Background: an optimization exercise with open tools, aiming at small area. Do not read the settings as production practice.
Only simulation tests tie the RTL to the original design; equivalence was not proved.
No activity file was given, so power comes from the tool's default toggle rates.

===== flow/constraint.sdc =====
create_clock -name core_clock -period 10.0 [get_ports {CLK_48MHZ}]
set_input_delay 2.0000 -clock core_clock [delete_from_list [all_inputs] [get_ports {CLK_48MHZ}]]
set_output_delay 2.0000 -clock core_clock [all_outputs]
set_load 0.01 [all_outputs]

===== flow/flow/resynth.ys =====
# Re-map the combinational logic of the standard synthesis netlist for area.
# Every register instance (its name and cell type) is kept exactly as the
# standard synthesis made it: only the cells between registers and ports are
# replaced.  Run by run.sh with the paths substituted.
read_liberty -lib @LIB@
read_verilog -overwrite @MODELS@
read_verilog @IN@
hierarchy -top @TOP@
flatten
rename -hide w:*.*
opt_clean -purge
techmap
opt -fast
abc -liberty @LIB@ @DONTUSE@ -script @SCR@ -constr @CONSTR@
opt_clean -purge
read_liberty -lib -overwrite @LIB@
hierarchy -top @TOP@
hilomap -singleton -hicell sky130_fd_sc_hd__conb_1 HI -locell sky130_fd_sc_hd__conb_1 LO
insbuf -buf sky130_fd_sc_hd__buf_4 A X
splitnets
opt_clean -purge
stat -liberty @LIB@
check -assert -mapped
write_verilog -noattr -nohex -nodec @OUT@

===== flow/standard.sh =====
#!/bin/bash
# synth_recipe.tcl (not shown) runs the flow's synth.tcl, then flattens the netlist and writes it again
# the make line also repeats each setting of config.mk as NAME=value (left out here)
make -C /OpenROAD-flow-scripts/flow DESIGN_CONFIG=/design/flow/config.mk WORK_HOME=/design/flow/orfs CLKGATE_MAP_FILE= SYNTH_SCRIPT=/design/flow/synth_recipe.tcl "${@:-finish}"

===== flow/config.mk =====
export PLATFORM = sky130hd
export DESIGN_NAME = sram_logger
export DESIGN_NICKNAME = sram_logger
export VERILOG_FILES = /design/flow/design.v
export SDC_FILE = /design/flow/constraint.sdc
export NUM_CORES = 4
export LEC_CHECK = 0
export CAP_MARGIN = 0
export CORE_MARGIN = 2
export CORE_UTILIZATION = 70
export SLEW_MARGIN = 0

===== flow/design.v =====
module sram_logger(
    input         CLK_48MHZ,
    input         RESET,           
    input         READ_CMD,
    input  [79:0] GEIG_DATA,
    input  [79:0] MAG_DATA,
    input  [31:0] SRAM_D_IN,
    output [17:0] SRAM_A,
    output [3:0]  SRAM_SRBS,
    output        SRAM_CE,
    output        SRAM_WE,
    output        SRAM_OE,
    output [15:0] SRAM_D_OUT,
    output        SRAM_D_OE,
    output [15:0] DATA_READ,
    output [17:0] W_ADDRESS,
    output        W_CHIP_SELECT,
    output [17:0] R_ADDRESS,
    output        R_CHIP_SELECT
);
reg [79:0] geig_prev;
reg [79:0] mag_prev;
reg        read_prev;
reg [7:0]  schedule;      
reg [2:0]  write_count;   
reg [1:0]  phase;         
reg [63:0] data_buffer;   
reg [17:0] w_address;
reg        w_chip_select;
reg [17:0] r_address;
reg        r_chip_select;
reg [17:0] sram_a;
reg        sram_cs;       
reg        sram_wr;       
reg        sram_rd;       
reg [15:0] dread;
reg [15:0] dout;          
reg  started;             
wire geig_new = started ? (GEIG_DATA != geig_prev) : (|GEIG_DATA);
wire mag_new  = started ? (MAG_DATA != mag_prev)   : (|MAG_DATA);
wire read_new = READ_CMD & ~read_prev;
reg [7:0] sched_ins;
always @(*) begin
    sched_ins = schedule;
    if (geig_new) begin
        if (sched_ins[1:0] == 2'b00)      sched_ins[1:0] = 2'd1;
        else if (sched_ins[3:2] == 2'b00) sched_ins[3:2] = 2'd1;
        else if (sched_ins[5:4] == 2'b00) sched_ins[5:4] = 2'd1;
        else                              sched_ins[7:6] = 2'd1;
    end
    if (mag_new) begin
        if (sched_ins[1:0] == 2'b00)      sched_ins[1:0] = 2'd2;
        else if (sched_ins[3:2] == 2'b00) sched_ins[3:2] = 2'd2;
        else if (sched_ins[5:4] == 2'b00) sched_ins[5:4] = 2'd2;
        else                              sched_ins[7:6] = 2'd2;
    end
    if (read_new) begin
        if (sched_ins[1:0] == 2'b00)      sched_ins[1:0] = 2'd3;
        else if (sched_ins[3:2] == 2'b00) sched_ins[3:2] = 2'd3;
        else if (sched_ins[5:4] == 2'b00) sched_ins[5:4] = 2'd3;
        else                              sched_ins[7:6] = 2'd3;
    end
end
wire head_write = sched_ins[0] ^ sched_ins[1];
wire head_read  = sched_ins[0] & sched_ins[1];
wire head_geig  = sched_ins[0];            
wire [79:0] src = head_geig ? GEIG_DATA : MAG_DATA;
wire write_done  = head_write & (write_count == 3'd5);
wire write_word  = head_write & ~write_count[2] | head_write & (write_count == 3'd4);
wire read_drop   = head_read & (r_address == w_address);
wire read_go     = head_read & ~read_drop;
wire write_step3 = write_word & (phase == 2'd2);
wire read_step3  = read_go & (phase == 2'd3);
wire shift       = write_done | read_drop | read_step3;
wire [18:0] addr_inc = {sram_cs, sram_a} + 19'd1;
always @(posedge CLK_48MHZ or negedge RESET) begin
    if (!RESET) begin
        started       <= 1'b0;
        read_prev     <= 1'b0;
        schedule      <= 8'b0;
        write_count   <= 3'b0;
        phase         <= 2'b0;
        w_address     <= 18'b0;
        w_chip_select <= 1'b0;
        r_address     <= 18'b0;
        r_chip_select <= 1'b0;
    end else begin
        started   <= 1'b1;
        read_prev <= READ_CMD;
        schedule  <= shift ? {2'b00, sched_ins[7:2]} : sched_ins;
        if (write_done)
            write_count <= 3'd0;
        else if (write_step3)
            write_count <= write_count + 3'd1;
        if (write_step3 | read_step3)
            phase <= 2'd0;
        else if (write_word | read_go)
            phase <= phase + 2'd1;
        if (write_step3)
            {w_chip_select, w_address} <= addr_inc;
        if (read_step3)
            {r_chip_select, r_address} <= addr_inc;
    end
end
always @(posedge CLK_48MHZ) begin
    geig_prev <= GEIG_DATA;
    mag_prev  <= MAG_DATA;
end
always @(posedge CLK_48MHZ) begin
    if (head_write & (write_count == 3'd0) & (phase == 2'd0))
        data_buffer[15:0] <= src[15:0];
    if (head_write & (write_count == 3'd0) & (phase == 2'd2))
        data_buffer[15:0] <= src[79:64];
    if (head_write & (write_count == 3'd0))
        data_buffer[63:16] <= src[63:16];
end
wire [15:0] write_word_data = (write_count[1:0] == 2'd1) ? data_buffer[31:16] :
                              (write_count[1:0] == 2'd2) ? data_buffer[47:32] :
                              (write_count[1:0] == 2'd3) ? data_buffer[63:48] :
                                                           data_buffer[15:0];
wire [7:0] head = schedule;
wire cyc_write = (head[0] ^ head[1]);
wire cyc_read  = (head[0] & head[1]);
always @(negedge CLK_48MHZ or negedge RESET) begin
    if (!RESET) begin
        sram_a  <= 18'b0;
        sram_wr <= 1'b0;
        sram_rd <= 1'b0;
        dread   <= 16'b0;
        dout    <= 16'b0;
    end else begin
        if (cyc_write & (phase == 2'd1))
            dout <= write_word_data;
        if (phase == 2'd1)
            sram_a <= cyc_read ? r_address : w_address;
        sram_wr <= cyc_write & (phase == 2'd1);
        sram_rd <= cyc_read & (phase == 2'd1 | phase == 2'd2);
        if (cyc_read & (phase == 2'd2))
            dread <= sram_cs ? SRAM_D_IN[31:16] : SRAM_D_IN[15:0];
    end
end
always @(negedge CLK_48MHZ) begin
    if (phase == 2'd1)
        sram_cs <= cyc_read ? r_chip_select : w_chip_select;
end
wire sram_active = sram_wr | sram_rd;
assign SRAM_A        = sram_a;
assign SRAM_SRBS     = {~(sram_active & sram_cs), ~(sram_active & sram_cs),
                        ~(sram_active & ~sram_cs), ~(sram_active & ~sram_cs)};
assign SRAM_CE       = 1'b0;
assign SRAM_WE       = ~sram_wr;
assign SRAM_OE       = ~sram_rd;
assign SRAM_D_OE     = sram_wr;
assign SRAM_D_OUT    = dout;
assign DATA_READ     = dread;
assign W_ADDRESS     = w_address;
assign W_CHIP_SELECT = w_chip_select;
assign R_ADDRESS     = r_address;
assign R_CHIP_SELECT = r_chip_select;
endmodule

===== flow/flow/run.sh =====
#!/bin/bash
# The standard layout (standard.sh), with these changes:
#  1. after the standard synthesis, the combinational cells are re-mapped by
#     ABC with an area-oriented script (resynth.ys, area.abc); the register
#     instances, their names and cell types are left as the standard synthesis
#     made them;
#  2. the port buffers that ORFS inserts on every input and output are
#     sky130_fd_sc_hd__buf_1 instead of the tool's default pick;
#  3. clock tree synthesis clusters up to 10 flip-flops per clkbuf_4 leaf
#     buffer and adds no dummy loads.
# Each tool's full output goes to a log of its own in this folder:
# synth_make.log, resynth_models.log, resynth.log, layout_make.log (and each
# ORFS step also keeps its log under orfs/logs/).
set -euo pipefail
here=$(pwd)
res=$here/orfs/results/$FLOW_PLATFORM/sram_logger/base
lib=$FLOW_HOME/platforms/$FLOW_PLATFORM/lib/sky130_fd_sc_hd__tt_025C_1v80.lib

bash standard.sh synth > synth_make.log 2>&1
cp "$res/1_2_yosys.v" standard_synth.v

# Function models of the library's combinational cells.
seq=$(awk '/^    cell \(/{c=$2} /^        (ff|latch|statetable) *\(/{print c}' "$lib" | tr -d '"();' | sort -u | tr '\n' ' ')
yosys -l resynth_models.log -p "read_liberty -ignore_miss_func $lib; delete $seq; write_verilog -noattr comb_models.v" > /dev/null 2>&1
dontuse=$(sed -n '/^export DONT_USE_CELLS += /,/^#/p' "$FLOW_HOME/platforms/$FLOW_PLATFORM/config.mk" | grep -o 'sky130_fd_sc_hd__[a-z0-9_]*' | sed 's/^/-dont_use /' | tr '\n' ' ')
printf 'set_driving_cell sky130_fd_sc_hd__buf_1\nset_load 5\n' > abc.constr
sed -e "s#@LIB@#$lib#g" -e "s#@IN@#$here/standard_synth.v#" -e "s#@OUT@#$here/resynth.v#" \
    -e "s#@SCR@#$here/flow/area.abc#" -e "s#@CONSTR@#$here/abc.constr#" -e "s#@DONTUSE@#$dontuse#" \
    -e "s#@MODELS@#$here/comb_models.v#" -e "s#@TOP@#$FLOW_TOP#g" flow/resynth.ys > resynth_run.ys
yosys -l resynth.log -s resynth_run.ys > /dev/null 2>&1
cp resynth.v "$res/1_2_yosys.v"
touch "$res/1_2_yosys.v"

export BUFFER_PORTS_ARGS="-buffer_cell sky130_fd_sc_hd__buf_1"
export CTS_ARGS="-sink_clustering_enable -repair_clock_nets -sink_clustering_size 10 -sink_clustering_max_diameter 50 -buf_list sky130_fd_sc_hd__clkbuf_4 -dont_use_dummy_load"
bash standard.sh finish > layout_make.log 2>&1

===== flow/flow/area.abc =====
&get -n
&st
&syn2
&dch
&nf -R 1000 -p -C 32 -F 8 -A 4
&put

==> metrics.log, run 1 <==
[metrics] run status: no timing/DRC/antenna violations
[metrics] Die X: 142 µm
[metrics] routed len/inst: 23.4 µm
[metrics] kind of capture point of the worst setup path: primary output
[metrics] Initial Utilization: 0.714
[metrics] proportion of layout cells with a drive suffix above 1: 0.0494
[metrics] worst-path maximum fanout: 19
[metrics] endpoint arrival time on the critical path: 7070 ps
[metrics] Final nets: 1676
[metrics] type of element launching the critical path: flip-flop
[metrics] setup slack after placement: 1610 ps
[metrics] Combinational Power Share: 0.103
[metrics] top-level port count: 291
[metrics] post-synth net total: 1336
[metrics] number of DRC violations after detailed-routing iteration 0: 1128
[metrics] Worst-Margin Slew: 1060 ps
[metrics] reported net switching power: 582 µW
[metrics] critical path start-end classification: flip-flop to primary output
[metrics] Critical Path Start: sram_cs
[metrics] endpoints failing setup: 0
[metrics] synthesized area: 13400 µm²
[metrics] count of antenna-violating nets left after detailed routing: 0
[metrics] number of buffers inserted for hold repair after clock tree synthesis: 0
[metrics] sinks on the clock net: 330
[metrics] final max-slew violation count: 0
[metrics] remaining global-route overflow: 0
[metrics] CTS tree: done
[metrics] buffers from clock root to sink, at most: 3
[metrics] vias in the first global route: 10670
[metrics] post-detailed-routing wire length: 40100 µm
[metrics] clk latency of the worst-skew pair: 650 ps
[metrics] Internal Power: 1.67 mW
[metrics] number of buffers created by CTS: 40
[metrics] first-pass iteration count of the detailed router: 7
[metrics] switch share: 0.258
[metrics] largest clock skew in the final design: 72.9 ps
[metrics] wire length of the first global-routing pass: 60300 µm
[metrics] number of rows in the core area: 50
[metrics] H-tree depth reported by CTS: 2
[metrics] proportion of power drawn by flip-flops and latches: 0.631
[metrics] area of the core region: 18700 µm²
[metrics] Total Negative Setup Slacks: 0 ps
[metrics] area of all placed cells without fillers: 15100 µm²
[metrics] placed inst area: 14800 µm²
[metrics] number of warnings printed during yosys synthesis: 1
[metrics] worst flop-to-flop path startpoint: sram_a[0]
[metrics] critical path data required time: 8000 ps
[metrics] Post-CTS Setup Bufs: 0
[metrics] kind of path behind the tightest hold check: flip-flop to flip-flop
[metrics] routed vias: 11066
[metrics] post-cts repair resize count: 0
[metrics] DRC violation count after routing: 0
[metrics] mean number of vias per cell: 6.45
[metrics] Hold Startpoint: dread[10]
[metrics] final estimated routing congestion in global placement: 1.06
[metrics] maximum ir drop on the vdd rail: 0.000115 V
[metrics] clock edge transition at the registers on the reported setup and hold paths: 70 ps
[metrics] Total GRT Usage: 0.402
[metrics] post-route setup slack: 933 ps
[metrics] pin count of the biggest net entering global routing: 76
[metrics] unrepaired setup endpoints after global routing: false
[metrics] count of input and output buffers: 289
[metrics] growth of design area from synthesis to finish: 13.3%
[metrics] number of antenna violations at the first check in global routing: 2
[metrics] Mean Syn Cell Area: 11.7 µm²
[metrics] leakage power figure: 5.85 nW
[metrics] part of the total power dissipated in the clock network: 0.266
[metrics] area of the die: 20200 µm²
[metrics] power density over the cells: 149 nW/µm²
[metrics] die boundary height: 142 µm
[metrics] core utilization of the finished layout: 0.809
[metrics] final hold viol count: 0
[metrics] Detail Placement HPWL: 30600 µm
[metrics] Post-Syn Instances: 1141
[metrics] Max-slew headroom: 0.291
[metrics] max cap viols: 0
[metrics] Clock Root Buffer: sky130_fd_sc_hd__clkbuf_4
-- power by group through the flow --
stage          registers, mW  clock network [mW]  logic (mW)
5_1_grt                 1.43               0.646       0.246
4_1_cts                 1.42               0.599       0.226
3_5_place_dp            1.45             0.00135       0.224
6_report                1.42               0.599       0.233
3_3_place_gp            1.45             0.00135       0.218
2_1_floorplan           1.45             0.00135       0.105
-- cells in the final DEF (no fill, tap or decap), drive strengths merged, types with 14 or more instances in the layout --
master / n
mux2: 71
o2bb2ai: 16
mux2i: 20
nor2: 86
o21ai: 38
buf: 300
xnor2: 72
edfxtp: 65
nand4: 33
o22ai: 14
mux4: 16
clkinv: 57
nand2: 86
a31oi: 18
nor4: 63
a222oi: 17
clkbuf: 41
dfrtp: 53
dfxtp: 160
a21oi: 54
xor2: 70
dfrtn: 52
-- per-layer routing --
layer / track usage / part of all wire / wire [µm] / vias to the layer above
met5: 0 / 0 / 0 / -
met2: 0.651 / 0.47 / 18700 / 801
met1: 0.520 / 0.36 / 14400 / 5282
met3: 0.0777 / 0.12 / 4820 / 131
li1: - / - / - / 4852
met4: 0.208 / 0.056 / 2250 / 0
-- critical path: stages, from the launching register on --
cell                       delay (ps)
sky130_fd_sc_hd__edfxtp_1         960
sky130_fd_sc_hd__o21ai_0          270
sky130_fd_sc_hd__buf_1            190
-- registers in the layout (all words and copies together), names as in the netlist, 2 cells and up --
| signal | cells |
|---|---|
| schedule | 8 |
| write_count | 3 |
| geig_prev | 80 |
| w_address | 18 |
| data_buffer | 64 |
| mag_prev | 80 |
| r_address | 18 |
| dout | 16 |
| phase | 2 |
| dread | 16 |
| sram_a | 18 |
-- final cells by class --
type	count	area, µm²
multi-input combinational	751	5360
antenna	2	5.00
timing repair buffer	301	1180
fill	1171	3570
tap	234	293
clock buffer	40	300
inverter	56	210
clock inverter	1	3.75
sequential	330	7780
-- stage by stage --
stage	total power, mW	cells	hold slack [ps]
after floorplan	1.56	1141	467
after global placement	1.67	1673	424
after detailed placement	1.68	1673	428
after CTS	2.25	1713	430
after global routing	2.32	1714	449
final	2.26	1715	422
-- path summary, 6_finish.rpt --
kind,end,slack [ps],depth (start not counted)
max in group asynchronous,sram_a[14],2640,2
worst max register to register,w_address[17],1740,11
min in group asynchronous,w_address[5],1520,1
worst min register to register,dread[10],420,2
worst max-delay path,SRAM_SRBS[2],930,2
worst min-delay path,dread[10],420,2
==> run 2: changes to the inputs <==
--- a/flow/design.v
+++ b/flow/design.v
@@ -36,7 +36,6 @@
 reg [15:0] dread;
 reg [15:0] dout;          
-reg  started;             
-wire geig_new = started ? (GEIG_DATA != geig_prev) : (|GEIG_DATA);
-wire mag_new  = started ? (MAG_DATA != mag_prev)   : (|MAG_DATA);
+wire geig_new = (GEIG_DATA != geig_prev);
+wire mag_new  = (MAG_DATA != mag_prev);
 wire read_new = READ_CMD & ~read_prev;
 reg [7:0] sched_ins;
@@ -76,5 +75,6 @@
 always @(posedge CLK_48MHZ or negedge RESET) begin
     if (!RESET) begin
-        started       <= 1'b0;
+        geig_prev     <= 80'b0;
+        mag_prev      <= 80'b0;
         read_prev     <= 1'b0;
         schedule      <= 8'b0;
@@ -86,5 +86,6 @@
         r_chip_select <= 1'b0;
     end else begin
-        started   <= 1'b1;
+        geig_prev <= GEIG_DATA;
+        mag_prev  <= MAG_DATA;
         read_prev <= READ_CMD;
         schedule  <= shift ? {2'b00, sched_ins[7:2]} : sched_ins;
@@ -103,15 +104,15 @@
     end
 end
-always @(posedge CLK_48MHZ) begin
-    geig_prev <= GEIG_DATA;
-    mag_prev  <= MAG_DATA;
-end
-always @(posedge CLK_48MHZ) begin
-    if (head_write & (write_count == 3'd0) & (phase == 2'd0))
-        data_buffer[15:0] <= src[15:0];
-    if (head_write & (write_count == 3'd0) & (phase == 2'd2))
-        data_buffer[15:0] <= src[79:64];
-    if (head_write & (write_count == 3'd0))
-        data_buffer[63:16] <= src[63:16];
+always @(posedge CLK_48MHZ or negedge RESET) begin
+    if (!RESET)
+        data_buffer <= 64'b0;
+    else begin
+        if (head_write & (write_count == 3'd0) & (phase == 2'd0))
+            data_buffer[15:0] <= src[15:0];
+        if (head_write & (write_count == 3'd0) & (phase == 2'd2))
+            data_buffer[15:0] <= src[79:64];
+        if (head_write & (write_count == 3'd0))
+            data_buffer[63:16] <= src[63:16];
+    end
 end
 wire [15:0] write_word_data = (write_count[1:0] == 2'd1) ? data_buffer[31:16] :
@@ -140,6 +141,8 @@
     end
 end
-always @(negedge CLK_48MHZ) begin
-    if (phase == 2'd1)
+always @(negedge CLK_48MHZ or negedge RESET) begin
+    if (!RESET)
+        sram_cs <= 1'b0;
+    else if (phase == 2'd1)
         sram_cs <= cyc_read ? r_chip_select : w_chip_select;
 end
==> run 2 against run 1 <==
Final area rose by 3.3%. Count of clock-buffer cells in the layout decreased by 1. Largest power group unchanged. Still clean. Critical path type unchanged. Sequential power hardly changed.
==> metrics.log, run 2 <==
[metrics] run status: no timing/DRC/antenna violations (unchanged)
[metrics] post-detailed-routing wire length: 35500 µm (was 40100 µm)
[metrics] Post-Syn Instances: 1121 (was 1141)
[metrics] power density over the cells: 146 nW/µm² (was 149 nW/µm²)
[metrics] routed len/inst: 20.5 µm (was 23.4 µm)
[metrics] end point of the worst hold path: dread[7] (was dread[10])
[metrics] overall power after layout: 2.28 mW (was 2.26 mW)
[metrics] worst flop-to-flop path startpoint: sram_a[0] (unchanged)
[metrics] CTS tree: done (unchanged)
[metrics] Initial Utilization: 0.709 (was 0.714)
[metrics] Die X: 144 µm (was 142 µm)
[metrics] synthesized area: 13700 µm² (was 13400 µm²)
[metrics] clk latency of the worst-skew pair: 670 ps (was 650 ps)
[metrics] vias in the first global route: 9897 (was 10670)
[metrics] endpoint arrival time on the critical path: 6350 ps (was 7070 ps)
[metrics] placed inst area: 15300 µm² (was 14800 µm²)
[metrics] Worst-Margin Slew: 1240 ps (was 1060 ps)
[metrics] core utilization of the finished layout: 0.806 (was 0.809)
[metrics] Detail Placement HPWL: 25700 µm (was 30600 µm)
[metrics] sinks on the clock net: 329 (was 330)
[metrics] critical path data required time: 8000 ps (about the same)
[metrics] final estimated routing congestion in global placement: 0.866 (was 1.06)
[metrics] Max-slew headroom: 0.175 (was 0.291)
[metrics] mean number of vias per cell: 5.89 (was 6.45)
[metrics] kind of capture point of the worst setup path: primary output (unchanged)
[metrics] pin count of the biggest net entering global routing: 98 (was 76)
[metrics] max cap viols: 0 (unchanged)
[metrics] routed vias: 10197 (was 11066)
[metrics] most common library cell in the layout ignoring fill and taps: sky130_fd_sc_hd__buf_1 (unchanged)
[metrics] number of buffers inserted for hold repair after clock tree synthesis: 0 (unchanged)
[metrics] H-tree depth reported by CTS: 2 (unchanged)
[metrics] top-level port count: 291 (unchanged)
[metrics] area of the core region: 19400 µm² (was 18700 µm²)
[metrics] final max-slew violation count: 0 (unchanged)
[metrics] number of DRC violations after detailed-routing iteration 0: 770 (was 1128)
[metrics] Hold WS: 430 ps (was 422 ps)
[metrics] internal reg-to-reg setup slack: 1890 ps (was 1740 ps)
[metrics] Clock Root Buffer: sky130_fd_sc_hd__clkbuf_4 (unchanged)
[metrics] wire length of the first global-routing pass: 54200 µm (was 60300 µm)
[metrics] Final nets: 1661 (was 1676)
[metrics] DRC violation count after routing: 0 (unchanged)
[metrics] area of all placed cells without fillers: 15600 µm² (was 15100 µm²)
[metrics] post-synth net total: 1316 (was 1336)
[metrics] type of element launching the critical path: flip-flop (unchanged)
[metrics] Post-CTS Setup Bufs: 0 (unchanged)
[metrics] Hold Startpoint: dread[7] (was dread[10])
[metrics] growth of design area from synthesis to finish: 13.8% (was 13.3%)
[metrics] Total GRT Usage: 0.348 (was 0.402)
[metrics] clock edge transition at the registers on the reported setup and hold paths: 70 ps (about the same)
[metrics] area of the die: 20800 µm² (was 20200 µm²)
[metrics] proportion of layout cells with a drive suffix above 1: 0.0553 (was 0.0494)
[metrics] R2R Path End: w_chip_select (was w_address[17])
[metrics] number of warnings printed during yosys synthesis: 1 (unchanged)
[metrics] first-pass iteration count of the detailed router: 7 (unchanged)
[metrics] unrepaired setup endpoints after global routing: false (unchanged)
[metrics] setup slack after placement: 1870 ps (was 1610 ps)
[metrics] number of placed instances with taps included: 1690 (was 1673)
[metrics] commonest cells after routing, fill and taps aside: 288 x sky130_fd_sc_hd__buf_1, 276 x sky130_fd_sc_hd__dfrtp_1, 137 x sky130_fd_sc_hd__nor2_1 (was 288 x sky130_fd_sc_hd__buf_1, 160 x sky130_fd_sc_hd__dfxtp_1, 86 x sky130_fd_sc_hd__nand2_1)
[metrics] Worst R2R Path Depth: 12 (was 11)
[metrics] number of buffers created by CTS: 39 (was 40)
[metrics] Worst Hold Depth: 2 (unchanged)
[metrics] number of antenna violations at the first check in global routing: 2 (unchanged)
[metrics] Total Negative Setup Slacks: 0 ps (unchanged)
[metrics] kind of path behind the tightest hold check: flip-flop to flip-flop (unchanged)
[metrics] final hold viol count: 0 (unchanged)
[metrics] worst-path maximum fanout: 3 (was 19)
[metrics] endpoints failing setup: 0 (unchanged)
[metrics] largest clock skew in the final design: 80.2 ps (was 72.9 ps)
[metrics] post-cts repair resize count: 0 (unchanged)
[metrics] number of cells in the finished layout apart from fillers: 1731 (was 1715)
[metrics] maximum ir drop on the vdd rail: 0.000132 V (was 0.000115 V)
[metrics] number of rows in the core area: 51 (was 50)
[metrics] count of antenna-violating nets left after detailed routing: 0 (unchanged)
[metrics] remaining global-route overflow: 0 (unchanged)
[metrics] die boundary height: 144 µm (was 142 µm)
[metrics] Regs by FF count: geig_prev: 80 flops, mag_prev: 80 flops, data_buffer: 64 flops (unchanged)
[metrics] buffers from clock root to sink, at most: 3 (unchanged)
[metrics] count of input and output buffers: 289 (unchanged)
[metrics] post-route setup slack: 1650 ps (was 933 ps)
[metrics] critical path start-end classification: flip-flop to primary output (unchanged)
[metrics] Mean Syn Cell Area: 12.3 µm² (was 11.7 µm²)
[metrics] leakage power figure: 6.40 nW (was 5.85 nW)
==> run 2: worst max path at each step <==
stage	cells past startpoint	to	start
after CTS	2	SRAM_SRBS[3]	sram_wr
after detailed placement	12	w_chip_select	sram_a[0]
after global placement	12	w_chip_select	sram_a[0]
after floorplan	12	r_address[0]	MAG_DATA[13]
after global routing	2	SRAM_SRBS[2]	sram_wr
final	2	SRAM_SRBS[3]	sram_rd
==> run 2: critical path, stage by stage, from the launching register on <==
cell and delay, ps:
sky130_fd_sc_hd__dfrtn_1 370, sky130_fd_sc_hd__o21ai_0 220, sky130_fd_sc_hd__buf_1 180
==> run 2: final cells by class <==
| type | count | area, µm² |
|---|---|---|
| inverters | 7 | 26.3 |
| flip-flops and latches | 329 | 8230 |
| multi-input cells | 782 | 5510 |
| diodes | 2 | 5.00 |
| repair buffers | 307 | 1250 |
| clock buffers | 39 | 293 |
| well taps | 265 | 332 |
| fillers | 1270 | 3750 |
==> run 2: where the power goes <==
| group | total [mW] | internal, mW | switching, mW |
|---|---|---|---|
| clock | 0.586 | 0.181 | 0.406 |
| combinational | 0.268 | 0.110 | 0.158 |
| sequential | 1.43 | 1.39 | 0.0325 |
| total | 2.28 | 1.69 | 0.596 |
==> run 2: per-layer routing <==
layer  up-vias  global-route usage  wire, µm
li1       4663                   -         -
met1      5015               0.513     15100
met2       459               0.535     16200
met3        60              0.0808      3340
met4         0              0.0930       782
met5         -                   0         0
